What follows belongs to an exercise in optimizing a design on an open flow for small area and a short achievable clock period; a production flow would make more cautious choices. No run shown here included a check of the RTL's function; only the layout flow was run.

==> flow/design.v, too long to show whole: its modules and the start of the top module <==
// module cordic: 7865 lines
module cordic(clk, angle, sine, cosine);
  // ...
==> flow/run.sh <==
#!/bin/bash
# synth_recipe.tcl (not shown) runs the flow's synth.tcl, then flattens the netlist and writes it again
# the make line also repeats each setting of config.mk as NAME=value (left out here)
make -C /OpenROAD-flow-scripts/flow DESIGN_CONFIG=/design/flow/config.mk WORK_HOME=/design/flow/orfs CLKGATE_MAP_FILE= SYNTH_SCRIPT=/design/flow/synth_recipe.tcl finish
==> flow/config.mk <==
export PLATFORM = sky130hd
export DESIGN_NAME = cordic
export DESIGN_NICKNAME = cordic
export VERILOG_FILES = /design/flow/design.v
export SDC_FILE = /design/flow/constraint.sdc
export NUM_CORES = 4
export LEC_CHECK = 0
export CAP_MARGIN = 20
export CORE_MARGIN = 2
export CORE_UTILIZATION = 40
export SLEW_MARGIN = 20
==> flow/constraint.sdc <==
create_clock -name core_clock -period 3.5 [get_ports {clk}]
set_input_delay 0.7000 -clock core_clock [delete_from_list [all_inputs] [get_ports {clk}]]
set_output_delay 0.7000 -clock core_clock [all_outputs]
set_load 0.01 [all_outputs]
==> impl_metrics.csv, run 1 <==
group,metric,value,unit
run_status,outcome,"finished clean",
finish,sequential_cell_area,0.01139,mm2
setup_path,crit_path_cell_trace,"ha_1 > o21ai_0 > or3_1 > a21oi_1 > nor4_1 > a21oi_1 > a41oi_1 > o21bai_1 > xor2_1",
route,routed-wl-met2,24480,um
setup_path,crit-reg2reg-capture,"x11[14]",
finish,final_cells,4318,
yosys,combinational_family_with_the_most_area_after_synthesis,"XOR/XNOR gates",
finish,largest_register,"a0",
min_path,hold_path.class,"register to register",
finish,layout_common_cells,"sky130_fd_sc_hd__dfxtp_1, sky130_fd_sc_hd__xnor2_1, sky130_fd_sc_hd__ha_1",
setup_path,cpPeakStageDelay,640,ps
clock_tree,clock_sinks,569,
setup_path,worstReg2RegStart,"y10[15]",
sta,finalHoldViolCount,0,
route,detail_route.wirelength.met1,23130,um
setup_path,worst_setup_path_endpoint,"x11[14]",
yosys,synth_area_leaders,"sky130_fd_sc_hd__dfxtp_1, sky130_fd_sc_hd__xnor2_1, sky130_fd_sc_hd__ha_1, sky130_fd_sc_hd__xor2_1, sky130_fd_sc_hd__a21oi_1",
finish,layout_top_registers,"a0 x32, z2 x30, z3 x29",
yosys,synth_area_per_cell,9.246,um2
yosys,async_reset_ff_share,0,%
setup_path,worst-endpoint-required,4060,ps
yosys,synth_flop_cell,"sky130_fd_sc_hd__dfxtp_1",
sta,worst_slew_margin_rel,39.37,%
finish,layout.filler_cells,7195,
finish,layout_commonest_cell,"sky130_fd_sc_hd__dfxtp_1",
die,die_w,278.1,um
min_path,hold_path_end,"d2_2",
setup_path,critical_path_depth,9,
yosys,synth.distinct_cells,88,
setup_path,data_arrival_time_of_the_critical_path,3310,ps
route,detailroute.wirelength.met3,1432,um
setup_path,cp_max_fo,12,
yosys,synthesis.nets,3558,
place,placed_cell_areas,0.03176,mm2
global_route,largest_net_degree_at_the_start_of_global_routing,36,
yosys,post_synth_xor_area_fraction,17.43,%
yosys,yosysWarningCount,1,
finish,clockNetworkAreaShare,6.055,%
sta,finalSetupTns,0,ps
setup_path,timing.critical_path.buf_inv,0,
route,remaining_drc_errors,0,
==> run 2, diff against run 1 <==
--- a/flow/design.v
+++ b/flow/design.v
@@ -5770,601 +5770,113 @@
   wire zc10_15 = dk_10 ? zp10_s15 : zm10_s15;
   wire zc10_16 = dk_10 ? zp10_s16 : zm10_s16;
   wire zc10_17 = dk_10 ? zp10_s17 : zm10_s17;
   reg d11_10;
   always @(posedge clk) d11_10 <= zc10_17;
   reg d1_1; always @(posedge clk) d1_1 <= ~a0[29];
   reg d1_2; always @(posedge clk) d1_2 <= d1_1;
   reg d1_3; always @(posedge clk) d1_3 <= d1_2;
+  reg d1_4; always @(posedge clk) d1_4 <= d1_3;
+  reg d1_5; always @(posedge clk) d1_5 <= d1_4;
   reg d2_1; always @(posedge clk) d2_1 <= z2[29];
   reg d2_2; always @(posedge clk) d2_2 <= d2_1;
+  reg d2_3; always @(posedge clk) d2_3 <= d2_2;
+  reg d2_4; always @(posedge clk) d2_4 <= d2_3;
   reg d3_1; always @(posedge clk) d3_1 <= z3[28];
+  reg d3_2; always @(posedge clk) d3_2 <= d3_1;
+  reg d3_3; always @(posedge clk) d3_3 <= d3_2;
   reg d4_1; always @(posedge clk) d4_1 <= z4[27];
+  reg d4_2; always @(posedge clk) d4_2 <= d4_1;
   reg d5_1; always @(posedge clk) d5_1 <= z5[26];
   reg d6_1; always @(posedge clk) d6_1 <= z6[25];
   reg d7_1; always @(posedge clk) d7_1 <= z7[24];
   reg d8_1; always @(posedge clk) d8_1 <= z8[23];
   reg d9_1; always @(posedge clk) d9_1 <= z9[22];
   reg d10_1; always @(posedge clk) d10_1 <= z10[21];
   reg d11_1; always @(posedge clk) d11_1 <= d11_10;
   reg s31_1; always @(posedge clk) s31_1 <= a0[31];
   reg s31_2; always @(posedge clk) s31_2 <= s31_1;
   reg s31_3; always @(posedge clk) s31_3 <= s31_2;
+  reg s31_4; always @(posedge clk) s31_4 <= s31_3;
+  reg s31_5; always @(posedge clk) s31_5 <= s31_4;
   reg s30_1; always @(posedge clk) s30_1 <= a0[30];
   reg s30_2; always @(posedge clk) s30_2 <= s30_1;
   reg s30_3; always @(posedge clk) s30_3 <= s30_2;
-  wire [4:0] tsel = {s31_3, s30_3, d1_3, d2_2, d3_1};
+  reg s30_4; always @(posedge clk) s30_4 <= s30_3;
+  reg s30_5; always @(posedge clk) s30_5 <= s30_4;
+  wire [6:0] tselx = {s31_5, s30_5, d1_5, d2_4, d3_3, d4_2, d5_1};
+  wire [6:0] tsely = tselx;
   wire [15:0] tx, ty;
-  wire [31:0] tx0_tt = 32'hF00F0FF0;
-  wire [31:0] ty0_tt = 32'hF0F00F0F;
-  assign tx[0] = tx0_tt[tsel];
-  assign ty[0] = ty0_tt[tsel];
-  wire [31:0] tx1_tt = 32'h5AFAF05;
-  wire [31:0] ty1_tt = 32'hF5F5A0A0;
-  assign tx[1] = tx1_tt[tsel];
-  assign ty[1] = ty1_tt[tsel];
-  wire [31:0] tx2_tt = 32'hBED2117D;
-  wire [31:0] ty2_tt = 32'h884B7DBE;
-  assign tx[2] = tx2_tt[tsel];
-  assign ty[2] = ty2_tt[tsel];
-  wire [31:0] tx3_tt = 32'h9CC62339;
-  wire [31:0] ty3_tt = 32'hC463399C;
-  assign tx[3] = tx3_tt[tsel];
-  assign ty[3] = ty3_tt[tsel];
-  wire [31:0] tx4_tt = 32'h1E87A178;
-  wire [31:0] ty4_tt = 32'h85E1781E;
-  assign tx[4] = tx4_tt[tsel];
-  assign ty[4] = ty4_tt[tsel];
-  wire [31:0] tx5_tt = 32'hA0FA1F05;
-  wire [31:0] ty5_tt = 32'hF85F05A0;
-  assign tx[5] = tx5_tt[tsel];
-  assign ty[5] = ty5_tt[tsel];
-  wire [31:0] tx6_tt = 32'h9CC62339;
-  wire [31:0] ty6_tt = 32'hC463399C;
-  assign tx[6] = tx6_tt[tsel];
-  assign ty[6] = ty6_tt[tsel];
-  wire [31:0] tx7_tt = 32'hE1785E87;
-  wire [31:0] ty7_tt = 32'h7A1E87E1;
-  assign tx[7] = tx7_tt[tsel];
-  assign ty[7] = ty7_tt[tsel];
-  wire [31:0] tx8_tt = 32'hD71428EB;
-  wire [31:0] ty8_tt = 32'h1428EBD7;
-  assign tx[8] = tx8_tt[tsel];
-  assign ty[8] = ty8_tt[tsel];
-  wire [31:0] tx9_tt = 32'h2D4BD2B4;
-  wire [31:0] ty9_tt = 32'h4BD2B42D;
-  assign tx[9] = tx9_tt[tsel];
-  assign ty[9] = ty9_tt[tsel];
-  wire [31:0] tx10_tt = 32'h233BDCC4;
-  wire [31:0] ty10_tt = 32'h3BDCC423;
-  assign tx[10] = tx10_tt[tsel];
-  assign ty[10] = ty10_tt[tsel];
-  wire [31:0] tx11_tt = 32'hC33C3CC3;
-  wire [31:0] ty11_tt = 32'h3C3CC3C3;
-  assign tx[11] = tx11_tt[tsel];
-  assign ty[11] = ty11_tt[tsel];
-  wire [31:0] tx12_tt = 32'hF71008EF;
-  wire [31:0] ty12_tt = 32'h1008EFF7;
-  assign tx[12] = tx12_tt[tsel];
-  assign ty[12] = ty12_tt[tsel];
-  wire [31:0] tx13_tt = 32'hAF0A50F5;
-  wire [31:0] ty13_tt = 32'hA50F5AF;
-  assign tx[13] = tx13_tt[tsel];
-  assign ty[13] = ty13_tt[tsel];
-  wire [31:0] tx14_tt = 32'h9F0660F9;
-  wire [31:0] ty14_tt = 32'h660F99F;
-  assign tx[14] = tx14_tt[tsel];
-  assign ty[14] = ty14_tt[tsel];
-  wire [31:0] tx15_tt = 32'h80FE7F01;
-  wire [31:0] ty15_tt = 32'hFE7F0180;
-  assign tx[15] = tx15_tt[tsel];
-  assign ty[15] = ty15_tt[tsel];
-  reg [15:0] x4, y4;   
-  always @(posedge clk) begin x4 <= tx; y4 <= ty ^ {16{~z4[27]}}; end
-  wire xa4_p0 = x4[0] ^ y4[4];
-  wire xa4_g0 = x4[0] & y4[4];
-  wire xa4_p1 = x4[1] ^ y4[5];
-  wire xa4_g1 = x4[1] & y4[5];
-  wire xa4_p2 = x4[2] ^ y4[6];
-  wire xa4_g2 = x4[2] & y4[6];
-  wire xa4_p3 = x4[3] ^ y4[7];
-  wire xa4_g3 = x4[3] & y4[7];
-  wire xa4_p4 = x4[4] ^ y4[8];
-  wire xa4_g4 = x4[4] & y4[8];
-  wire xa4_p5 = x4[5] ^ y4[9];
-  wire xa4_g5 = x4[5] & y4[9];
-  wire xa4_p6 = x4[6] ^ y4[10];
-  wire xa4_g6 = x4[6] & y4[10];
-  wire xa4_p7 = x4[7] ^ y4[11];
-  wire xa4_g7 = x4[7] & y4[11];
-  wire xa4_p8 = x4[8] ^ y4[12];
-  wire xa4_g8 = x4[8] & y4[12];
-  wire xa4_p9 = x4[9] ^ y4[13];
-  wire xa4_g9 = x4[9] & y4[13];
-  wire xa4_p10 = x4[10] ^ y4[14];
-  wire xa4_g10 = x4[10] & y4[14];
-  wire xa4_p11 = x4[11] ^ y4[15];
-  wire xa4_g11 = x4[11] & y4[15];
-  wire xa4_p12 = x4[12] ^ y4[15];
-  wire xa4_g12 = x4[12] & y4[15];
-  wire xa4_p13 = x4[13] ^ y4[15];
-  wire xa4_g13 = x4[13] & y4[15];
-  wire xa4_p14 = x4[14] ^ y4[15];
-  wire xa4_g14 = x4[14] & y4[15];
-  wire xa4_p15 = x4[15] ^ y4[15];
-  wire xa4_g15 = x4[15] & y4[15];
-  wire xa4_G0_1 = xa4_g0 | (xa4_p0 & ~d4_1);
-  wire xa4_P0_1 = xa4_p0 & 1'b0;
-  wire xa4_G0_3 = xa4_g2 | (xa4_p2 & xa4_g1);
-  wire xa4_P0_3 = xa4_p2 & xa4_p1;
-  wire xa4_G0_5 = xa4_g4 | (xa4_p4 & xa4_g3);
-  wire xa4_P0_5 = xa4_p4 & xa4_p3;
-  wire xa4_G0_7 = xa4_g6 | (xa4_p6 & xa4_g5);
-  wire xa4_P0_7 = xa4_p6 & xa4_p5;
-  wire xa4_G0_9 = xa4_g8 | (xa4_p8 & xa4_g7);
-  wire xa4_P0_9 = xa4_p8 & xa4_p7;
-  wire xa4_G0_11 = xa4_g10 | (xa4_p10 & xa4_g9);
-  wire xa4_P0_11 = xa4_p10 & xa4_p9;
-  wire xa4_G0_13 = xa4_g12 | (xa4_p12 & xa4_g11);
-  wire xa4_P0_13 = xa4_p12 & xa4_p11;
-  wire xa4_G0_15 = xa4_g14 | (xa4_p14 & xa4_g13);
-  wire xa4_P0_15 = xa4_p14 & xa4_p13;
-  wire xa4_G1_2 = xa4_g1 | (xa4_p1 & xa4_G0_1);
-  wire xa4_P1_2 = xa4_p1 & xa4_P0_1;
-  wire xa4_G1_3 = xa4_G0_3 | (xa4_P0_3 & xa4_G0_1);
-  wire xa4_P1_3 = xa4_P0_3 & xa4_P0_1;
-  wire xa4_G1_6 = xa4_g5 | (xa4_p5 & xa4_G0_5);
-  wire xa4_P1_6 = xa4_p5 & xa4_P0_5;
-  wire xa4_G1_7 = xa4_G0_7 | (xa4_P0_7 & xa4_G0_5);
-  wire xa4_P1_7 = xa4_P0_7 & xa4_P0_5;
-  wire xa4_G1_10 = xa4_g9 | (xa4_p9 & xa4_G0_9);
-  wire xa4_P1_10 = xa4_p9 & xa4_P0_9;
-  wire xa4_G1_11 = xa4_G0_11 | (xa4_P0_11 & xa4_G0_9);
-  wire xa4_P1_11 = xa4_P0_11 & xa4_P0_9;
-  wire xa4_G1_14 = xa4_g13 | (xa4_p13 & xa4_G0_13);
-  wire xa4_P1_14 = xa4_p13 & xa4_P0_13;
-  wire xa4_G1_15 = xa4_G0_15 | (xa4_P0_15 & xa4_G0_13);
-  wire xa4_P1_15 = xa4_P0_15 & xa4_P0_13;
-  wire xa4_G2_4 = xa4_g3 | (xa4_p3 & xa4_G1_3);
-  wire xa4_P2_4 = xa4_p3 & xa4_P1_3;
-  wire xa4_G2_5 = xa4_G0_5 | (xa4_P0_5 & xa4_G1_3);
-  wire xa4_P2_5 = xa4_P0_5 & xa4_P1_3;
-  wire xa4_G2_6 = xa4_G1_6 | (xa4_P1_6 & xa4_G1_3);
-  wire xa4_P2_6 = xa4_P1_6 & xa4_P1_3;
-  wire xa4_G2_7 = xa4_G1_7 | (xa4_P1_7 & xa4_G1_3);
-  wire xa4_P2_7 = xa4_P1_7 & xa4_P1_3;
-  wire xa4_G2_12 = xa4_g11 | (xa4_p11 & xa4_G1_11);
-  wire xa4_P2_12 = xa4_p11 & xa4_P1_11;
-  wire xa4_G2_13 = xa4_G0_13 | (xa4_P0_13 & xa4_G1_11);
-  wire xa4_P2_13 = xa4_P0_13 & xa4_P1_11;
-  wire xa4_G2_14 = xa4_G1_14 | (xa4_P1_14 & xa4_G1_11);
-  wire xa4_P2_14 = xa4_P1_14 & xa4_P1_11;
-  wire xa4_G2_15 = xa4_G1_15 | (xa4_P1_15 & xa4_G1_11);
-  wire xa4_P2_15 = xa4_P1_15 & xa4_P1_11;
-  wire xa4_G3_8 = xa4_g7 | (xa4_p7 & xa4_G2_7);
-  wire xa4_P3_8 = xa4_p7 & xa4_P2_7;
-  wire xa4_G3_9 = xa4_G0_9 | (xa4_P0_9 & xa4_G2_7);
-  wire xa4_P3_9 = xa4_P0_9 & xa4_P2_7;
-  wire xa4_G3_10 = xa4_G1_10 | (xa4_P1_10 & xa4_G2_7);
-  wire xa4_P3_10 = xa4_P1_10 & xa4_P2_7;
-  wire xa4_G3_11 = xa4_G1_11 | (xa4_P1_11 & xa4_G2_7);
-  wire xa4_P3_11 = xa4_P1_11 & xa4_P2_7;
-  wire xa4_G3_12 = xa4_G2_12 | (xa4_P2_12 & xa4_G2_7);
-  wire xa4_P3_12 = xa4_P2_12 & xa4_P2_7;
-  wire xa4_G3_13 = xa4_G2_13 | (xa4_P2_13 & xa4_G2_7);
-  wire xa4_P3_13 = xa4_P2_13 & xa4_P2_7;
-  wire xa4_G3_14 = xa4_G2_14 | (xa4_P2_14 & xa4_G2_7);
-  wire xa4_P3_14 = xa4_P2_14 & xa4_P2_7;
-  wire xa4_G3_15 = xa4_G2_15 | (xa4_P2_15 & xa4_G2_7);
-  wire xa4_P3_15 = xa4_P2_15 & xa4_P2_7;
-  wire xa4_G4_16 = xa4_g15 | (xa4_p15 & xa4_G3_15);
-  wire xa4_P4_16 = xa4_p15 & xa4_P3_15;
-  wire xa4_s0 = xa4_p0 ^ ~d4_1;
-  wire xa4_s1 = xa4_p1 ^ xa4_G0_1;
-  wire xa4_s2 = xa4_p2 ^ xa4_G1_2;
-  wire xa4_s3 = xa4_p3 ^ xa4_G1_3;
-  wire xa4_s4 = xa4_p4 ^ xa4_G2_4;
-  wire xa4_s5 = xa4_p5 ^ xa4_G2_5;
-  wire xa4_s6 = xa4_p6 ^ xa4_G2_6;
-  wire xa4_s7 = xa4_p7 ^ xa4_G2_7;
-  wire xa4_s8 = xa4_p8 ^ xa4_G3_8;
-  wire xa4_s9 = xa4_p9 ^ xa4_G3_9;
-  wire xa4_s10 = xa4_p10 ^ xa4_G3_10;
-  wire xa4_s11 = xa4_p11 ^ xa4_G3_11;
-  wire xa4_s12 = xa4_p12 ^ xa4_G3_12;
-  wire xa4_s13 = xa4_p13 ^ xa4_G3_13;
-  wire xa4_s14 = xa4_p14 ^ xa4_G3_14;
-  wire xa4_s15 = xa4_p15 ^ xa4_G3_15;
-  wire m4 = d4_1 ^ z5[26];
-  wire ya4_p0 = y4[0] ^ ~x4[4];
-  wire ya4_g0 = y4[0] & ~x4[4];
-  wire ya4_p1 = y4[1] ^ ~x4[5];
-  wire ya4_g1 = y4[1] & ~x4[5];
-  wire ya4_p2 = y4[2] ^ ~x4[6];
-  wire ya4_g2 = y4[2] & ~x4[6];
-  wire ya4_p3 = y4[3] ^ ~x4[7];
-  wire ya4_g3 = y4[3] & ~x4[7];
-  wire ya4_p4 = y4[4] ^ ~x4[8];
-  wire ya4_g4 = y4[4] & ~x4[8];
-  wire ya4_p5 = y4[5] ^ ~x4[9];
-  wire ya4_g5 = y4[5] & ~x4[9];
-  wire ya4_p6 = y4[6] ^ ~x4[10];
-  wire ya4_g6 = y4[6] & ~x4[10];
-  wire ya4_p7 = y4[7] ^ ~x4[11];
-  wire ya4_g7 = y4[7] & ~x4[11];
-  wire ya4_p8 = y4[8] ^ ~x4[12];
-  wire ya4_g8 = y4[8] & ~x4[12];
-  wire ya4_p9 = y4[9] ^ ~x4[13];
-  wire ya4_g9 = y4[9] & ~x4[13];
-  wire ya4_p10 = y4[10] ^ ~x4[14];
-  wire ya4_g10 = y4[10] & ~x4[14];
-  wire ya4_p11 = y4[11] ^ ~x4[15];
-  wire ya4_g11 = y4[11] & ~x4[15];
-  wire ya4_p12 = y4[12] ^ ~x4[15];
-  wire ya4_g12 = y4[12] & ~x4[15];
-  wire ya4_p13 = y4[13] ^ ~x4[15];
-  wire ya4_g13 = y4[13] & ~x4[15];
-  wire ya4_p14 = y4[14] ^ ~x4[15];
-  wire ya4_g14 = y4[14] & ~x4[15];
-  wire ya4_p15 = y4[15] ^ ~x4[15];
-  wire ya4_g15 = y4[15] & ~x4[15];
-  wire ya4_G0_1 = ya4_g0 | (ya4_p0 & 1'b1);
-  wire ya4_P0_1 = ya4_p0 & 1'b0;
-  wire ya4_G0_3 = ya4_g2 | (ya4_p2 & ya4_g1);
-  wire ya4_P0_3 = ya4_p2 & ya4_p1;
-  wire ya4_G0_5 = ya4_g4 | (ya4_p4 & ya4_g3);
-  wire ya4_P0_5 = ya4_p4 & ya4_p3;
-  wire ya4_G0_7 = ya4_g6 | (ya4_p6 & ya4_g5);
-  wire ya4_P0_7 = ya4_p6 & ya4_p5;
-  wire ya4_G0_9 = ya4_g8 | (ya4_p8 & ya4_g7);
-  wire ya4_P0_9 = ya4_p8 & ya4_p7;
-  wire ya4_G0_11 = ya4_g10 | (ya4_p10 & ya4_g9);
-  wire ya4_P0_11 = ya4_p10 & ya4_p9;
-  wire ya4_G0_13 = ya4_g12 | (ya4_p12 & ya4_g11);
-  wire ya4_P0_13 = ya4_p12 & ya4_p11;
-  wire ya4_G0_15 = ya4_g14 | (ya4_p14 & ya4_g13);
-  wire ya4_P0_15 = ya4_p14 & ya4_p13;
-  wire ya4_G1_2 = ya4_g1 | (ya4_p1 & ya4_G0_1);
-  wire ya4_P1_2 = ya4_p1 & ya4_P0_1;
-  wire ya4_G1_3 = ya4_G0_3 | (ya4_P0_3 & ya4_G0_1);
-  wire ya4_P1_3 = ya4_P0_3 & ya4_P0_1;
-  wire ya4_G1_6 = ya4_g5 | (ya4_p5 & ya4_G0_5);
-  wire ya4_P1_6 = ya4_p5 & ya4_P0_5;
-  wire ya4_G1_7 = ya4_G0_7 | (ya4_P0_7 & ya4_G0_5);
-  wire ya4_P1_7 = ya4_P0_7 & ya4_P0_5;
-  wire ya4_G1_10 = ya4_g9 | (ya4_p9 & ya4_G0_9);
-  wire ya4_P1_10 = ya4_p9 & ya4_P0_9;
-  wire ya4_G1_11 = ya4_G0_11 | (ya4_P0_11 & ya4_G0_9);
-  wire ya4_P1_11 = ya4_P0_11 & ya4_P0_9;
-  wire ya4_G1_14 = ya4_g13 | (ya4_p13 & ya4_G0_13);
-  wire ya4_P1_14 = ya4_p13 & ya4_P0_13;
-  wire ya4_G1_15 = ya4_G0_15 | (ya4_P0_15 & ya4_G0_13);
-  wire ya4_P1_15 = ya4_P0_15 & ya4_P0_13;
-  wire ya4_G2_4 = ya4_g3 | (ya4_p3 & ya4_G1_3);
-  wire ya4_P2_4 = ya4_p3 & ya4_P1_3;
-  wire ya4_G2_5 = ya4_G0_5 | (ya4_P0_5 & ya4_G1_3);
-  wire ya4_P2_5 = ya4_P0_5 & ya4_P1_3;
-  wire ya4_G2_6 = ya4_G1_6 | (ya4_P1_6 & ya4_G1_3);
-  wire ya4_P2_6 = ya4_P1_6 & ya4_P1_3;
-  wire ya4_G2_7 = ya4_G1_7 | (ya4_P1_7 & ya4_G1_3);
-  wire ya4_P2_7 = ya4_P1_7 & ya4_P1_3;
-  wire ya4_G2_12 = ya4_g11 | (ya4_p11 & ya4_G1_11);
-  wire ya4_P2_12 = ya4_p11 & ya4_P1_11;
-  wire ya4_G2_13 = ya4_G0_13 | (ya4_P0_13 & ya4_G1_11);
-  wire ya4_P2_13 = ya4_P0_13 & ya4_P1_11;
-  wire ya4_G2_14 = ya4_G1_14 | (ya4_P1_14 & ya4_G1_11);
-  wire ya4_P2_14 = ya4_P1_14 & ya4_P1_11;
-  wire ya4_G2_15 = ya4_G1_15 | (ya4_P1_15 & ya4_G1_11);
-  wire ya4_P2_15 = ya4_P1_15 & ya4_P1_11;
-  wire ya4_G3_8 = ya4_g7 | (ya4_p7 & ya4_G2_7);
-  wire ya4_P3_8 = ya4_p7 & ya4_P2_7;
-  wire ya4_G3_9 = ya4_G0_9 | (ya4_P0_9 & ya4_G2_7);
-  wire ya4_P3_9 = ya4_P0_9 & ya4_P2_7;
-  wire ya4_G3_10 = ya4_G1_10 | (ya4_P1_10 & ya4_G2_7);
-  wire ya4_P3_10 = ya4_P1_10 & ya4_P2_7;
-  wire ya4_G3_11 = ya4_G1_11 | (ya4_P1_11 & ya4_G2_7);
-  wire ya4_P3_11 = ya4_P1_11 & ya4_P2_7;
-  wire ya4_G3_12 = ya4_G2_12 | (ya4_P2_12 & ya4_G2_7);
-  wire ya4_P3_12 = ya4_P2_12 & ya4_P2_7;
-  wire ya4_G3_13 = ya4_G2_13 | (ya4_P2_13 & ya4_G2_7);
-  wire ya4_P3_13 = ya4_P2_13 & ya4_P2_7;
-  wire ya4_G3_14 = ya4_G2_14 | (ya4_P2_14 & ya4_G2_7);
-  wire ya4_P3_14 = ya4_P2_14 & ya4_P2_7;
-  wire ya4_G3_15 = ya4_G2_15 | (ya4_P2_15 & ya4_G2_7);
-  wire ya4_P3_15 = ya4_P2_15 & ya4_P2_7;
-  wire ya4_G4_16 = ya4_g15 | (ya4_p15 & ya4_G3_15);
-  wire ya4_P4_16 = ya4_p15 & ya4_P3_15;
-  wire ya4_q0 = ya4_p0 ^ m4;
-  wire ya4_s0 = ya4_q0 ^ 1'b1;
-  wire ya4_q1 = ya4_p1 ^ m4;
-  wire ya4_s1 = ya4_q1 ^ ya4_G0_1;
-  wire ya4_q2 = ya4_p2 ^ m4;
-  wire ya4_s2 = ya4_q2 ^ ya4_G1_2;
-  wire ya4_q3 = ya4_p3 ^ m4;
-  wire ya4_s3 = ya4_q3 ^ ya4_G1_3;
-  wire ya4_q4 = ya4_p4 ^ m4;
-  wire ya4_s4 = ya4_q4 ^ ya4_G2_4;
-  wire ya4_q5 = ya4_p5 ^ m4;
-  wire ya4_s5 = ya4_q5 ^ ya4_G2_5;
-  wire ya4_q6 = ya4_p6 ^ m4;
-  wire ya4_s6 = ya4_q6 ^ ya4_G2_6;
-  wire ya4_q7 = ya4_p7 ^ m4;
-  wire ya4_s7 = ya4_q7 ^ ya4_G2_7;
-  wire ya4_q8 = ya4_p8 ^ m4;
-  wire ya4_s8 = ya4_q8 ^ ya4_G3_8;
-  wire ya4_q9 = ya4_p9 ^ m4;
-  wire ya4_s9 = ya4_q9 ^ ya4_G3_9;
-  wire ya4_q10 = ya4_p10 ^ m4;
-  wire ya4_s10 = ya4_q10 ^ ya4_G3_10;
-  wire ya4_q11 = ya4_p11 ^ m4;
-  wire ya4_s11 = ya4_q11 ^ ya4_G3_11;
-  wire ya4_q12 = ya4_p12 ^ m4;
-  wire ya4_s12 = ya4_q12 ^ ya4_G3_12;
-  wire ya4_q13 = ya4_p13 ^ m4;
-  wire ya4_s13 = ya4_q13 ^ ya4_G3_13;
-  wire ya4_q14 = ya4_p14 ^ m4;
-  wire ya4_s14 = ya4_q14 ^ ya4_G3_14;
-  wire ya4_q15 = ya4_p15 ^ m4;
-  wire ya4_s15 = ya4_q15 ^ ya4_G3_15;
-  reg [15:0] x5, y5;
-  always @(posedge clk) begin
-    x5 <= {xa4_s15,xa4_s14,xa4_s13,xa4_s12,xa4_s11,xa4_s10,xa4_s9,xa4_s8,xa4_s7,xa4_s6,xa4_s5,xa4_s4,xa4_s3,xa4_s2,xa4_s1,xa4_s0};
-    y5 <= {ya4_s15,ya4_s14,ya4_s13,ya4_s12,ya4_s11,ya4_s10,ya4_s9,ya4_s8,ya4_s7,ya4_s6,ya4_s5,ya4_s4,ya4_s3,ya4_s2,ya4_s1,ya4_s0};
-  end
-  wire xa5_p0 = x5[0] ^ y5[5];
-  wire xa5_g0 = x5[0] & y5[5];
-  wire xa5_p1 = x5[1] ^ y5[6];
-  wire xa5_g1 = x5[1] & y5[6];
-  wire xa5_p2 = x5[2] ^ y5[7];
-  wire xa5_g2 = x5[2] & y5[7];
-  wire xa5_p3 = x5[3] ^ y5[8];
-  wire xa5_g3 = x5[3] & y5[8];
-  wire xa5_p4 = x5[4] ^ y5[9];
-  wire xa5_g4 = x5[4] & y5[9];
-  wire xa5_p5 = x5[5] ^ y5[10];
-  wire xa5_g5 = x5[5] & y5[10];
-  wire xa5_p6 = x5[6] ^ y5[11];
-  wire xa5_g6 = x5[6] & y5[11];
-  wire xa5_p7 = x5[7] ^ y5[12];
-  wire xa5_g7 = x5[7] & y5[12];
-  wire xa5_p8 = x5[8] ^ y5[13];
-  wire xa5_g8 = x5[8] & y5[13];
-  wire xa5_p9 = x5[9] ^ y5[14];
-  wire xa5_g9 = x5[9] & y5[14];
-  wire xa5_p10 = x5[10] ^ y5[15];
-  wire xa5_g10 = x5[10] & y5[15];
-  wire xa5_p11 = x5[11] ^ y5[15];
-  wire xa5_g11 = x5[11] & y5[15];
-  wire xa5_p12 = x5[12] ^ y5[15];
-  wire xa5_g12 = x5[12] & y5[15];
-  wire xa5_p13 = x5[13] ^ y5[15];
-  wire xa5_g13 = x5[13] & y5[15];
-  wire xa5_p14 = x5[14] ^ y5[15];
-  wire xa5_g14 = x5[14] & y5[15];
-  wire xa5_p15 = x5[15] ^ y5[15];
-  wire xa5_g15 = x5[15] & y5[15];
-  wire xa5_G0_1 = xa5_g0 | (xa5_p0 & ~d5_1);
-  wire xa5_P0_1 = xa5_p0 & 1'b0;
-  wire xa5_G0_3 = xa5_g2 | (xa5_p2 & xa5_g1);
-  wire xa5_P0_3 = xa5_p2 & xa5_p1;
-  wire xa5_G0_5 = xa5_g4 | (xa5_p4 & xa5_g3);
-  wire xa5_P0_5 = xa5_p4 & xa5_p3;
-  wire xa5_G0_7 = xa5_g6 | (xa5_p6 & xa5_g5);
-  wire xa5_P0_7 = xa5_p6 & xa5_p5;
-  wire xa5_G0_9 = xa5_g8 | (xa5_p8 & xa5_g7);
-  wire xa5_P0_9 = xa5_p8 & xa5_p7;
-  wire xa5_G0_11 = xa5_g10 | (xa5_p10 & xa5_g9);
-  wire xa5_P0_11 = xa5_p10 & xa5_p9;
-  wire xa5_G0_13 = xa5_g12 | (xa5_p12 & xa5_g11);
-  wire xa5_P0_13 = xa5_p12 & xa5_p11;
-  wire xa5_G0_15 = xa5_g14 | (xa5_p14 & xa5_g13);
-  wire xa5_P0_15 = xa5_p14 & xa5_p13;
-  wire xa5_G1_2 = xa5_g1 | (xa5_p1 & xa5_G0_1);
-  wire xa5_P1_2 = xa5_p1 & xa5_P0_1;
-  wire xa5_G1_3 = xa5_G0_3 | (xa5_P0_3 & xa5_G0_1);
-  wire xa5_P1_3 = xa5_P0_3 & xa5_P0_1;
-  wire xa5_G1_6 = xa5_g5 | (xa5_p5 & xa5_G0_5);
-  wire xa5_P1_6 = xa5_p5 & xa5_P0_5;
-  wire xa5_G1_7 = xa5_G0_7 | (xa5_P0_7 & xa5_G0_5);
-  wire xa5_P1_7 = xa5_P0_7 & xa5_P0_5;
-  wire xa5_G1_10 = xa5_g9 | (xa5_p9 & xa5_G0_9);
-  wire xa5_P1_10 = xa5_p9 & xa5_P0_9;
-  wire xa5_G1_11 = xa5_G0_11 | (xa5_P0_11 & xa5_G0_9);
-  wire xa5_P1_11 = xa5_P0_11 & xa5_P0_9;
-  wire xa5_G1_14 = xa5_g13 | (xa5_p13 & xa5_G0_13);
-  wire xa5_P1_14 = xa5_p13 & xa5_P0_13;
-  wire xa5_G1_15 = xa5_G0_15 | (xa5_P0_15 & xa5_G0_13);
-  wire xa5_P1_15 = xa5_P0_15 & xa5_P0_13;
-  wire xa5_G2_4 = xa5_g3 | (xa5_p3 & xa5_G1_3);
-  wire xa5_P2_4 = xa5_p3 & xa5_P1_3;
-  wire xa5_G2_5 = xa5_G0_5 | (xa5_P0_5 & xa5_G1_3);
-  wire xa5_P2_5 = xa5_P0_5 & xa5_P1_3;
-  wire xa5_G2_6 = xa5_G1_6 | (xa5_P1_6 & xa5_G1_3);
-  wire xa5_P2_6 = xa5_P1_6 & xa5_P1_3;
-  wire xa5_G2_7 = xa5_G1_7 | (xa5_P1_7 & xa5_G1_3);
-  wire xa5_P2_7 = xa5_P1_7 & xa5_P1_3;
-  wire xa5_G2_12 = xa5_g11 | (xa5_p11 & xa5_G1_11);
-  wire xa5_P2_12 = xa5_p11 & xa5_P1_11;
-  wire xa5_G2_13 = xa5_G0_13 | (xa5_P0_13 & xa5_G1_11);
-  wire xa5_P2_13 = xa5_P0_13 & xa5_P1_11;
-  wire xa5_G2_14 = xa5_G1_14 | (xa5_P1_14 & xa5_G1_11);
-  wire xa5_P2_14 = xa5_P1_14 & xa5_P1_11;
-  wire xa5_G2_15 = xa5_G1_15 | (xa5_P1_15 & xa5_G1_11);
-  wire xa5_P2_15 = xa5_P1_15 & xa5_P1_11;
-  wire xa5_G3_8 = xa5_g7 | (xa5_p7 & xa5_G2_7);
-  wire xa5_P3_8 = xa5_p7 & xa5_P2_7;
-  wire xa5_G3_9 = xa5_G0_9 | (xa5_P0_9 & xa5_G2_7);
-  wire xa5_P3_9 = xa5_P0_9 & xa5_P2_7;
-  wire xa5_G3_10 = xa5_G1_10 | (xa5_P1_10 & xa5_G2_7);
-  wire xa5_P3_10 = xa5_P1_10 & xa5_P2_7;
-  wire xa5_G3_11 = xa5_G1_11 | (xa5_P1_11 & xa5_G2_7);
-  wire xa5_P3_11 = xa5_P1_11 & xa5_P2_7;
-  wire xa5_G3_12 = xa5_G2_12 | (xa5_P2_12 & xa5_G2_7);
-  wire xa5_P3_12 = xa5_P2_12 & xa5_P2_7;
-  wire xa5_G3_13 = xa5_G2_13 | (xa5_P2_13 & xa5_G2_7);
-  wire xa5_P3_13 = xa5_P2_13 & xa5_P2_7;
-  wire xa5_G3_14 = xa5_G2_14 | (xa5_P2_14 & xa5_G2_7);
-  wire xa5_P3_14 = xa5_P2_14 & xa5_P2_7;
-  wire xa5_G3_15 = xa5_G2_15 | (xa5_P2_15 & xa5_G2_7);
-  wire xa5_P3_15 = xa5_P2_15 & xa5_P2_7;
-  wire xa5_G4_16 = xa5_g15 | (xa5_p15 & xa5_G3_15);
-  wire xa5_P4_16 = xa5_p15 & xa5_P3_15;
-  wire xa5_s0 = xa5_p0 ^ ~d5_1;
-  wire xa5_s1 = xa5_p1 ^ xa5_G0_1;
-  wire xa5_s2 = xa5_p2 ^ xa5_G1_2;
-  wire xa5_s3 = xa5_p3 ^ xa5_G1_3;
-  wire xa5_s4 = xa5_p4 ^ xa5_G2_4;
-  wire xa5_s5 = xa5_p5 ^ xa5_G2_5;
-  wire xa5_s6 = xa5_p6 ^ xa5_G2_6;
-  wire xa5_s7 = xa5_p7 ^ xa5_G2_7;
-  wire xa5_s8 = xa5_p8 ^ xa5_G3_8;
-  wire xa5_s9 = xa5_p9 ^ xa5_G3_9;
-  wire xa5_s10 = xa5_p10 ^ xa5_G3_10;
-  wire xa5_s11 = xa5_p11 ^ xa5_G3_11;
-  wire xa5_s12 = xa5_p12 ^ xa5_G3_12;
-  wire xa5_s13 = xa5_p13 ^ xa5_G3_13;
-  wire xa5_s14 = xa5_p14 ^ xa5_G3_14;
-  wire xa5_s15 = xa5_p15 ^ xa5_G3_15;
-  wire m5 = d5_1 ^ z6[25];
-  wire ya5_p0 = y5[0] ^ ~x5[5];
-  wire ya5_g0 = y5[0] & ~x5[5];
-  wire ya5_p1 = y5[1] ^ ~x5[6];
-  wire ya5_g1 = y5[1] & ~x5[6];
-  wire ya5_p2 = y5[2] ^ ~x5[7];
-  wire ya5_g2 = y5[2] & ~x5[7];
-  wire ya5_p3 = y5[3] ^ ~x5[8];
-  wire ya5_g3 = y5[3] & ~x5[8];
-  wire ya5_p4 = y5[4] ^ ~x5[9];
-  wire ya5_g4 = y5[4] & ~x5[9];
-  wire ya5_p5 = y5[5] ^ ~x5[10];
-  wire ya5_g5 = y5[5] & ~x5[10];
-  wire ya5_p6 = y5[6] ^ ~x5[11];
-  wire ya5_g6 = y5[6] & ~x5[11];
-  wire ya5_p7 = y5[7] ^ ~x5[12];
-  wire ya5_g7 = y5[7] & ~x5[12];
-  wire ya5_p8 = y5[8] ^ ~x5[13];
-  wire ya5_g8 = y5[8] & ~x5[13];
-  wire ya5_p9 = y5[9] ^ ~x5[14];
-  wire ya5_g9 = y5[9] & ~x5[14];
-  wire ya5_p10 = y5[10] ^ ~x5[15];
-  wire ya5_g10 = y5[10] & ~x5[15];
-  wire ya5_p11 = y5[11] ^ ~x5[15];
-  wire ya5_g11 = y5[11] & ~x5[15];
-  wire ya5_p12 = y5[12] ^ ~x5[15];
-  wire ya5_g12 = y5[12] & ~x5[15];
-  wire ya5_p13 = y5[13] ^ ~x5[15];
-  wire ya5_g13 = y5[13] & ~x5[15];
-  wire ya5_p14 = y5[14] ^ ~x5[15];
-  wire ya5_g14 = y5[14] & ~x5[15];
-  wire ya5_p15 = y5[15] ^ ~x5[15];
-  wire ya5_g15 = y5[15] & ~x5[15];
-  wire ya5_G0_1 = ya5_g0 | (ya5_p0 & 1'b1);
-  wire ya5_P0_1 = ya5_p0 & 1'b0;
-  wire ya5_G0_3 = ya5_g2 | (ya5_p2 & ya5_g1);
-  wire ya5_P0_3 = ya5_p2 & ya5_p1;
-  wire ya5_G0_5 = ya5_g4 | (ya5_p4 & ya5_g3);
-  wire ya5_P0_5 = ya5_p4 & ya5_p3;
-  wire ya5_G0_7 = ya5_g6 | (ya5_p6 & ya5_g5);
-  wire ya5_P0_7 = ya5_p6 & ya5_p5;
-  wire ya5_G0_9 = ya5_g8 | (ya5_p8 & ya5_g7);
-  wire ya5_P0_9 = ya5_p8 & ya5_p7;
-  wire ya5_G0_11 = ya5_g10 | (ya5_p10 & ya5_g9);
-  wire ya5_P0_11 = ya5_p10 & ya5_p9;
-  wire ya5_G0_13 = ya5_g12 | (ya5_p12 & ya5_g11);
-  wire ya5_P0_13 = ya5_p12 & ya5_p11;
-  wire ya5_G0_15 = ya5_g14 | (ya5_p14 & ya5_g13);
-  wire ya5_P0_15 = ya5_p14 & ya5_p13;
-  wire ya5_G1_2 = ya5_g1 | (ya5_p1 & ya5_G0_1);
-  wire ya5_P1_2 = ya5_p1 & ya5_P0_1;
-  wire ya5_G1_3 = ya5_G0_3 | (ya5_P0_3 & ya5_G0_1);
-  wire ya5_P1_3 = ya5_P0_3 & ya5_P0_1;
-  wire ya5_G1_6 = ya5_g5 | (ya5_p5 & ya5_G0_5);
-  wire ya5_P1_6 = ya5_p5 & ya5_P0_5;
-  wire ya5_G1_7 = ya5_G0_7 | (ya5_P0_7 & ya5_G0_5);
-  wire ya5_P1_7 = ya5_P0_7 & ya5_P0_5;
-  wire ya5_G1_10 = ya5_g9 | (ya5_p9 & ya5_G0_9);
-  wire ya5_P1_10 = ya5_p9 & ya5_P0_9;
-  wire ya5_G1_11 = ya5_G0_11 | (ya5_P0_11 & ya5_G0_9);
-  wire ya5_P1_11 = ya5_P0_11 & ya5_P0_9;
-  wire ya5_G1_14 = ya5_g13 | (ya5_p13 & ya5_G0_13);
-  wire ya5_P1_14 = ya5_p13 & ya5_P0_13;
-  wire ya5_G1_15 = ya5_G0_15 | (ya5_P0_15 & ya5_G0_13);
-  wire ya5_P1_15 = ya5_P0_15 & ya5_P0_13;
-  wire ya5_G2_4 = ya5_g3 | (ya5_p3 & ya5_G1_3);
-  wire ya5_P2_4 = ya5_p3 & ya5_P1_3;
-  wire ya5_G2_5 = ya5_G0_5 | (ya5_P0_5 & ya5_G1_3);
-  wire ya5_P2_5 = ya5_P0_5 & ya5_P1_3;
-  wire ya5_G2_6 = ya5_G1_6 | (ya5_P1_6 & ya5_G1_3);
-  wire ya5_P2_6 = ya5_P1_6 & ya5_P1_3;
-  wire ya5_G2_7 = ya5_G1_7 | (ya5_P1_7 & ya5_G1_3);
-  wire ya5_P2_7 = ya5_P1_7 & ya5_P1_3;
-  wire ya5_G2_12 = ya5_g11 | (ya5_p11 & ya5_G1_11);
-  wire ya5_P2_12 = ya5_p11 & ya5_P1_11;
-  wire ya5_G2_13 = ya5_G0_13 | (ya5_P0_13 & ya5_G1_11);
-  wire ya5_P2_13 = ya5_P0_13 & ya5_P1_11;
-  wire ya5_G2_14 = ya5_G1_14 | (ya5_P1_14 & ya5_G1_11);
-  wire ya5_P2_14 = ya5_P1_14 & ya5_P1_11;
-  wire ya5_G2_15 = ya5_G1_15 | (ya5_P1_15 & ya5_G1_11);
-  wire ya5_P2_15 = ya5_P1_15 & ya5_P1_11;
-  wire ya5_G3_8 = ya5_g7 | (ya5_p7 & ya5_G2_7);
-  wire ya5_P3_8 = ya5_p7 & ya5_P2_7;
-  wire ya5_G3_9 = ya5_G0_9 | (ya5_P0_9 & ya5_G2_7);
-  wire ya5_P3_9 = ya5_P0_9 & ya5_P2_7;
-  wire ya5_G3_10 = ya5_G1_10 | (ya5_P1_10 & ya5_G2_7);
-  wire ya5_P3_10 = ya5_P1_10 & ya5_P2_7;
-  wire ya5_G3_11 = ya5_G1_11 | (ya5_P1_11 & ya5_G2_7);
-  wire ya5_P3_11 = ya5_P1_11 & ya5_P2_7;
-  wire ya5_G3_12 = ya5_G2_12 | (ya5_P2_12 & ya5_G2_7);
-  wire ya5_P3_12 = ya5_P2_12 & ya5_P2_7;
-  wire ya5_G3_13 = ya5_G2_13 | (ya5_P2_13 & ya5_G2_7);
-  wire ya5_P3_13 = ya5_P2_13 & ya5_P2_7;
-  wire ya5_G3_14 = ya5_G2_14 | (ya5_P2_14 & ya5_G2_7);
-  wire ya5_P3_14 = ya5_P2_14 & ya5_P2_7;
-  wire ya5_G3_15 = ya5_G2_15 | (ya5_P2_15 & ya5_G2_7);
-  wire ya5_P3_15 = ya5_P2_15 & ya5_P2_7;
-  wire ya5_G4_16 = ya5_g15 | (ya5_p15 & ya5_G3_15);
-  wire ya5_P4_16 = ya5_p15 & ya5_P3_15;
-  wire ya5_q0 = ya5_p0 ^ m5;
-  wire ya5_s0 = ya5_q0 ^ 1'b1;
-  wire ya5_q1 = ya5_p1 ^ m5;
-  wire ya5_s1 = ya5_q1 ^ ya5_G0_1;
-  wire ya5_q2 = ya5_p2 ^ m5;
-  wire ya5_s2 = ya5_q2 ^ ya5_G1_2;
-  wire ya5_q3 = ya5_p3 ^ m5;
-  wire ya5_s3 = ya5_q3 ^ ya5_G1_3;
-  wire ya5_q4 = ya5_p4 ^ m5;
-  wire ya5_s4 = ya5_q4 ^ ya5_G2_4;
-  wire ya5_q5 = ya5_p5 ^ m5;
-  wire ya5_s5 = ya5_q5 ^ ya5_G2_5;
-  wire ya5_q6 = ya5_p6 ^ m5;
-  wire ya5_s6 = ya5_q6 ^ ya5_G2_6;
-  wire ya5_q7 = ya5_p7 ^ m5;
-  wire ya5_s7 = ya5_q7 ^ ya5_G2_7;
-  wire ya5_q8 = ya5_p8 ^ m5;
-  wire ya5_s8 = ya5_q8 ^ ya5_G3_8;
-  wire ya5_q9 = ya5_p9 ^ m5;
-  wire ya5_s9 = ya5_q9 ^ ya5_G3_9;
-  wire ya5_q10 = ya5_p10 ^ m5;
-  wire ya5_s10 = ya5_q10 ^ ya5_G3_10;
-  wire ya5_q11 = ya5_p11 ^ m5;
-  wire ya5_s11 = ya5_q11 ^ ya5_G3_11;
-  wire ya5_q12 = ya5_p12 ^ m5;
-  wire ya5_s12 = ya5_q12 ^ ya5_G3_12;
-  wire ya5_q13 = ya5_p13 ^ m5;
-  wire ya5_s13 = ya5_q13 ^ ya5_G3_13;
-  wire ya5_q14 = ya5_p14 ^ m5;
-  wire ya5_s14 = ya5_q14 ^ ya5_G3_14;
-  wire ya5_q15 = ya5_p15 ^ m5;
-  wire ya5_s15 = ya5_q15 ^ ya5_G3_15;
-  reg [15:0] x6, y6;
-  always @(posedge clk) begin
-    x6 <= {xa5_s15,xa5_s14,xa5_s13,xa5_s12,xa5_s11,xa5_s10,xa5_s9,xa5_s8,xa5_s7,xa5_s6,xa5_s5,xa5_s4,xa5_s3,xa5_s2,xa5_s1,xa5_s0};
-    y6 <= {ya5_s15,ya5_s14,ya5_s13,ya5_s12,ya5_s11,ya5_s10,ya5_s9,ya5_s8,ya5_s7,ya5_s6,ya5_s5,ya5_s4,ya5_s3,ya5_s2,ya5_s1,ya5_s0};
-  end
+  wire [127:0] tx0_tt = 128'hCF3CC3CFFCC33CF0F0C33CC0033CC30C;
+  wire [127:0] ty0_tt = 128'h33CC30F0F3CC33FF3C33CF330C33CC0;
+  assign tx[0] = tx0_tt[tselx];
+  assign ty[0] = ty0_tt[tsely];
+  wire [127:0] tx1_tt = 128'hB37D447CC2E1823F9A142D15AB88EB57;
+  wire [127:0] ty1_tt = 128'hA8B42859FC4187433E22BECDEAD711D5;
+  assign tx[1] = tx1_tt[tselx];
+  assign ty[1] = ty1_tt[tsely];
+  wire [127:0] tx2_tt = 128'h77411B60F83B3C110DBDF79C925356EF;
+  wire [127:0] ty2_tt = 128'h39EFBDB0883CDC1F06D882EEF76ACA49;
+  assign tx[2] = tx2_tt[tselx];
+  assign ty[2] = ty2_tt[tsely];
+  wire [127:0] tx3_tt = 128'hC9BBB230F2B6636C36464DCC884D9D93;
+  wire [127:0] ty3_tt = 128'h33B2626C36C66D4F0C4DDD93C9B9B211;
+  assign tx[3] = tx3_tt[tselx];
+  assign ty[3] = ty3_tt[tsely];
+  wire [127:0] tx4_tt = 128'h8ABE20BF03FB82AE7541DF4379047D51;
+  wire [127:0] ty4_tt = 128'hC2FB82AE7541DFC0FD047D518ABE209E;
+  assign tx[4] = tx4_tt[tselx];
+  assign ty[4] = ty4_tt[tsely];
+  wire [127:0] tx5_tt = 128'hFFCD049556DF4C000032FB6AAD20B3FF;
+  wire [127:0] ty5_tt = 128'h56DF4C000032FB6AA920B3FFFFCD04B5;
+  assign tx[5] = tx5_tt[tselx];
+  assign ty[5] = ty5_tt[tsely];
+  wire [127:0] tx6_tt = 128'hF23D178CCE1743B00DC2E87331E8BC4F;
+  wire [127:0] ty6_tt = 128'hCE1743B00DC2E87331E8BC4FF23D178C;
+  assign tx[6] = tx6_tt[tselx];
+  assign ty[6] = ty6_tt[tsely];
+  wire [127:0] tx7_tt = 128'hFC8A944F0DD6AEC003756BB0F229513F;
+  wire [127:0] ty7_tt = 128'hDD6AEC003756BB0F229513FFC8A944F;
+  assign tx[7] = tx7_tt[tselx];
+  assign ty[7] = ty7_tt[tsely];
+  wire [127:0] tx8_tt = 128'hFFD8361E8793E4000027C9E1786C1BFF;
+  wire [127:0] ty8_tt = 128'h8793E4000027C9E1786C1BFFFFD8361E;
+  assign tx[8] = tx8_tt[tselx];
+  assign ty[8] = ty8_tt[tsely];
+  wire [127:0] tx9_tt = 128'hED88BF02EE48FFFF127740FD11B700;
+  wire [127:0] ty9_tt = 128'h2EE48FFFF127740FD11B70000ED88BF;
+  assign tx[9] = tx9_tt[tselx];
+  assign ty[9] = ty9_tt[tsely];
+  wire [127:0] tx10_tt = 128'hFF0E2A7F01AB8F0000F1D580FE5470FF;
+  wire [127:0] ty10_tt = 128'h1AB8F0000F1D580FE5470FFFF0E2A7F;
+  assign tx[10] = tx10_tt[tselx];
+  assign ty[10] = ty10_tt[tsely];
+  wire [127:0] tx11_tt = 128'hAAA599FF00665AAA555A6600FF99A555;
+  wire [127:0] ty11_tt = 128'h665AAA555A6600FF99A555AAA599FF;
+  assign tx[11] = tx11_tt[tselx];
+  assign ty[11] = ty11_tt[tsely];
+  wire [127:0] tx12_tt = 128'h666387FF001E3999999C7800FFE1C666;
+  wire [127:0] ty12_tt = 128'h1E3999999C7800FFE1C666666387FF;
+  assign tx[12] = tx12_tt[tselx];
+  assign ty[12] = ty12_tt[tsely];
+  wire [127:0] tx13_tt = 128'hE1E07FFF0001F8781E1F8000FFFE0787;
+  wire [127:0] ty13_tt = 128'h1F8781E1F8000FFFE0787E1E07FFF;
+  assign tx[13] = tx13_tt[tselx];
+  assign ty[13] = ty13_tt[tsely];
+  wire [127:0] tx14_tt = 128'hE01FFFFF000007F81FE00000FFFFF807;
+  wire [127:0] ty14_tt = 128'h7F81FE00000FFFFF807E01FFFFF;
+  assign tx[14] = tx14_tt[tselx];
+  assign ty[14] = ty14_tt[tsely];
+  wire [127:0] tx15_tt = 128'hE0000000FFFFFFF81FFFFFFF00000007;
+  wire [127:0] ty15_tt = 128'hFFFFFFF81FFFFFFF00000007E0000000;
+  assign tx[15] = tx15_tt[tselx];
+  assign ty[15] = ty15_tt[tsely];
+  reg [15:0] x6, y6;   
+  always @(posedge clk) begin x6 <= tx; y6 <= ty ^ {16{~z6[25]}}; end
   wire xa6_p0 = x6[0] ^ y6[6];
   wire xa6_g0 = x6[0] & y6[6];
   wire xa6_p1 = x6[1] ^ y6[7];
   wire xa6_g1 = x6[1] & y6[7];
   wire xa6_p2 = x6[2] ^ y6[8];
   wire xa6_g2 = x6[2] & y6[8];
   wire xa6_p3 = x6[3] ^ y6[9];
   wire xa6_g3 = x6[3] & y6[9];
==> flow/flow/run.sh (new file) <==
#!/bin/bash
# Own layout flow: the standard flow (standard.sh) with these changes to how
# the layout is made:
#  1. synthesis is the standard synthesis script (synth_recipe.tcl), but ABC
#     maps the logic without the slow 4-high stacked cells and a few slow two-stage cells (patch_abc.py) and
#     without first mapping adders to fa/ha cells (ADDER_MAP_FILE empty);
#     registers are mapped before ABC, so they are the standard synthesis's;
#  2. port buffers are buf_2 cells instead of the delay cell buffer_ports picks;
#  3. the resizer may swap a cell for any cell of the same function.
# Each step's full output goes to a log file in this folder.
set -uo pipefail
here=$(pwd)
rm -rf "$here/myscripts"
cp -r "$FLOW_HOME/scripts" "$here/myscripts"
python3 flow/patch_abc.py "$here/myscripts/synth_preamble.tcl" > patch.log 2>&1 || exit 1
bash standard.sh SCRIPTS_DIR="$here/myscripts" ADDER_MAP_FILE= synth > synth.log 2>&1 || exit 1
export BUFFER_PORTS_ARGS="-buffer_cell sky130_fd_sc_hd__buf_2"
bash standard.sh MATCH_CELL_FOOTPRINT=0 finish > layout.log 2>&1
==> flow/flow/patch_abc.py (new file) <==
# Adds -dont_use for the slow 4-high stacked cells to ABC's arguments only.
import sys
p = sys.argv[1]
s = open(p).read()
anchor = 'set abc_args [list -script $abc_script \\\n  {*}$lib_args {*}$lib_dont_use_args -constr $::env(OBJECTS_DIR)/abc.constr]\n'
assert anchor in s, "anchor not found"
cells = ("a2111o a2111oi o2111a o2111ai a311o a311oi o311a o311ai a41o a41oi o41a o41ai "
         "or4 or4b or4bb nor4 nor4b nor4bb and4 and4b and4bb a221o a221oi o221a o221ai "
         "a222oi a32o a32oi o32a o32ai maj3 or3 or3b and3b o31a a31o o2bb2a a2bb2o").split()
extra = "foreach c {%s} {\n  lappend abc_args -dont_use sky130_fd_sc_hd__${c}_*\n}\n" % " ".join(cells)
open(p, "w").write(s.replace(anchor, anchor + extra))
print("patched", p)
==> flow/standard.sh (new file) <==
#!/bin/bash
# synth_recipe.tcl (not shown) runs the flow's synth.tcl, then flattens the netlist and writes it again
# the make line also repeats each setting of config.mk as NAME=value (left out here)
make -C /OpenROAD-flow-scripts/flow DESIGN_CONFIG=/design/flow/config.mk WORK_HOME=/design/flow/orfs CLKGATE_MAP_FILE= SYNTH_SCRIPT=/design/flow/synth_recipe.tcl "${@:-finish}"
==> flow/config.mk (replaced) <==
export PLATFORM = sky130hd
export DESIGN_NAME = cordic
export DESIGN_NICKNAME = cordic
export VERILOG_FILES = /design/flow/design.v
export SDC_FILE = /design/flow/constraint.sdc
export NUM_CORES = 4
export LEC_CHECK = 0
export CAP_MARGIN = 20
export CORE_MARGIN = 2
export CORE_UTILIZATION = 40
export CTS_CLUSTER_DIAMETER = 100
export CTS_CLUSTER_SIZE = 30
export SETUP_SLACK_MARGIN = 1.3
export SLEW_MARGIN = 20
removed: flow/run.sh
==> impl_metrics.csv, run 2 <==
group,metric,value,unit
sta,final_max_slew_viol_count,0,
route,remaining_drc_errors,0,
yosys,synthesis.nets,3562,
sta,finalSetupTns,0,ps
yosys,synth_edf_count,0,
place,place.detailed.hpwl,42050,um
sta,tightest_slew,816.6,ps
finish,finalNetCount,3630,
yosys,synth.distinct_cells,68,
sta,timing.final.setup_violations,0,
global_route,overflow_left_after_global_routing,0,
finish,final_area,0.03350,mm2
finish,area_delta_synth_final,17.75,%
finish,layout_cells_sized_above_1,19.93,%
setup_path,timing.critical_path.buf_inv,0,
global_route,first_global_vias,20810,
clock_tree,clock_tree.htree_level_count,1,
die,starting_density,40.49,%
global_route,antenna_violations_before_repair,0,
route,vias_cell,5.171,
setup_path,worst_setup_path_endpoint,"x8[12]",
die,core_area,0.07027,mm2
setup_path,cp_top_family,"compound AO/OA/AOI/OAI gates",
setup_path,classification_of_the_worst_setup_path,"register to register",
yosys,post_synth_instance_area,0.02845,mm2
route,vias,23544,
sta,finalHoldViolCount,0,
place,globalplace.congestion,0.9183,
clock_tree,cts-buffers-inserted,25,
finish,largest_register,"a0",
clock_tree,clk_transition_reported_paths,100,ps
route,detail_route.wirelength.met1,26500,um
yosys,netlist.top_cell.by_area,"sky130_fd_sc_hd__dfxtp_1",
yosys,synth_flop_cell,"sky130_fd_sc_hd__dfxtp_1",
clock_tree,clock_sinks,518,
global_route,global_routing_usage_summed_across_all_routing_layers,15.47,%
setup_path,ff2ff_path_depth,9,
finish,layout_common_cells,"sky130_fd_sc_hd__xnor2_1, sky130_fd_sc_hd__dfxtp_1, sky130_fd_sc_hd__nor2_1",
setup_path,worst-endpoint-required,4010,ps
yosys,ys_seq_area_share,36.45,%
sta,fmaxAchievable,436.1,MHz
setup_path,data_arrival_time_of_the_critical_path,2810,ps
die,rows,97,
yosys,synth_top_area_share,36.45,%
yosys,synth_top_cells_by_count,"sky130_fd_sc_hd__dfxtp_1, sky130_fd_sc_hd__xnor2_1, sky130_fd_sc_hd__nor2_1, sky130_fd_sc_hd__nand2_1, sky130_fd_sc_hd__a21oi_1",
route,drt_first_pass_iters,6,
setup_path,cpPeakStageDelay,410,ps
sta,rsz0062_at_grt,"true",
yosys,async_reset_ff_share,0,%
route,routed-wl-met2,30350,um
finish,largest_register_ffs,32,
setup_path,crit_path_cell_trace,"a211oi_4 > o22ai_4 > a31oi_4 > o31ai_4 > a21bo_2 > o21ai_2 > and2_4 > mux2i_2 > xor2_1",
route,route.final.wire_length,63110,um
route,detailroute.wirelength.met3,3884,um
yosys,synth.ff_latch_count,518,
die,die-area,0.07327,mm2
setup_path,critical_path_depth,9,
finish,layout_commonest_cell,"sky130_fd_sc_hd__xnor2_1",
yosys,yosysWarningCount,1,
yosys,synth_area_per_cell,8.062,um2
min_path,hold_path.class,"primary input to register",
route,initialDrtViolationCount,1619,
setup_path,crit-reg2reg-capture,"x8[12]",
yosys,synth_area_leaders,"sky130_fd_sc_hd__dfxtp_1, sky130_fd_sc_hd__xnor2_1, sky130_fd_sc_hd__xor2_1, sky130_fd_sc_hd__nor2_1, sky130_fd_sc_hd__a21oi_1",
yosys,postSynthCellCount,3529,
setup_path,crit_slowest_cell,"sky130_fd_sc_hd__dfxtp_4",
setup_path,setup.reg_to_reg.worst_slack,1210,ps
setup_path,cp_max_fo,8,
route,topRoutingLayerUsed,"met4",
clock_tree,cts_tree,"yes",
yosys,post-synth-top-count-cell,"sky130_fd_sc_hd__dfxtp_1",
die,chipHeight,270.7,um
sta,worst_clock_skew,49.62,ps
finish,layout_top_registers,"a0 x32, z2 x30, z3 x29",
route,antenna_left,0,
setup_path,critical_path.endpoint_type,"register",
die,ios,65,
setup_path,worstReg2RegStart,"y7[8]",
run_status,outcome,"finished clean",
sta,worst_slew_margin_rel,45.48,%
place,placement.io_buffers,64,
clock_tree,clock-root-buffer,"sky130_fd_sc_hd__clkbuf_16",
sta,final.period_utilization,65.51,%
global_route,grt_pass1_wl,98420,um
job,maxCapViolations,0,
clock_tree,ctsLongestPathBuffers,3,
min_path,timing.hold.worst_path_depth,1,
finish,layout.filler_cells,6685,
global_route,largest_net_degree_at_the_start_of_global_routing,109,
route,routedWlPerCell,13.86,um
die,die_w,270.7,um
sta,fin_crit,2293,ps
clock_tree,insertion_delay,630,ps
setup_path,timing.critical_path.from_type,"register",
setup_path,crit_path_start,"y7[8]",
finish,antenna-diode-count,0,
place,placed_cell_areas,0.02943,mm2
run 2: changes by cell type after synthesis, sizes merged, moves of 37 or more:
| cell | change |
|---|---|
| nor2 | +142 |
| o21ai | +62 |
| inv | -128 |
| nand2 | +140 |
| a31oi | +37 |
| a21o | -43 |
| dfxtp | -51 |
| ha | -243 |
| clkbuf | +60 |
| nor2b | +39 |
| buf | +61 |
| nand3 | +49 |
run 2: per-stage QoR:
stage,hold WS (ps),util [%],setup WS (ps),std cells
floorplan,309.6,-,1302,3529
global placement,309.6,41.88,871.5,4353
global route,143.8,47.67,1132,4553
detailed placement,312.1,41.88,844.6,4353
CTS,137.7,44.78,1197,4447
finish,175.2,47.67,1207,4553
run 2: cell type report:
type	count	area [um2]	share of cell area [%]
Clock buffer	26	639.4	1.908
Clock inverter	17	285.3	0.8515
Inverter	101	392.9	1.173
Multi-Input combinational cell	2692	18430	55.00
Sequential cell	518	10640	31.75
Tap cell	940	1176	3.511
Timing Repair Buffer	259	1944	5.804
run 2: how the worst min path moves through the flow:
stage               endpoint  slack [ps]      start
global route          a0[23]         140  angle[23]
floorplan               d1_2         310       d1_1
detailed placement     s30_3         310      s30_2
CTS                   a0[26]         140  angle[26]
finish                 a0[2]         180   angle[2]
global placement       s30_2         310      s30_1
run 2: logic make-up after synthesis:
logic type | after synthesis | synth area share, %
and+or+nand+nor | 1163 | 19.46
AOI/OAI and AO/OA | 865 | 18.97
xor gates and xnor gates | 613 | 18.87
DFF | 518 | 36.45
buffers and inverters | 320 | 4.481
muxes | 50 | 1.772
run 2: metal layers:
metal  vias to the layer above  global-route usage, %
met1                     10494                  19.18
met2                       671                  27.05
met4                         0                  5.409
met3                       185                  2.503
met5                         -                      0
li1                      12194                      -
run 2: what timing repair did:
item | CTS | global route
resized for setup | 209 | 330
buffers inserted | 51 | 103
cloned | 0 | 3
pin swaps | 70 | 145
setup endpoints to repair | 156 | 163
hold buffers | 0 | 0

re-timing with driven ports:
The flow's constraints put no driver on any port. The routed layouts listed below were extracted and timed again, unchanged, in two steps.
Step 1, drivers: a clkbuf_16 drives clk and a buf_2 each remaining input, both assumed.
Step 2 adds t to the input delays and takes it off the output delays; t is the mean of the earliest and latest rising clock arrival at the registers after step 1. Input paths then give back, and output paths get back, about the clock's delay inside the block.
Slacks: ideal / step 1 / step 2; pairs: ideal / step 1.
run	t (ns)	slack for setup (ns)	slew at the worst register clock pin (ns)
run 1	0.680	0.747 / 0.747 / 0.747	0.06 / 0.06
run 2	0.652	1.207 / 1.207 / 1.207	0.12 / 0.12
After both steps every run listed still meets setup and hold.
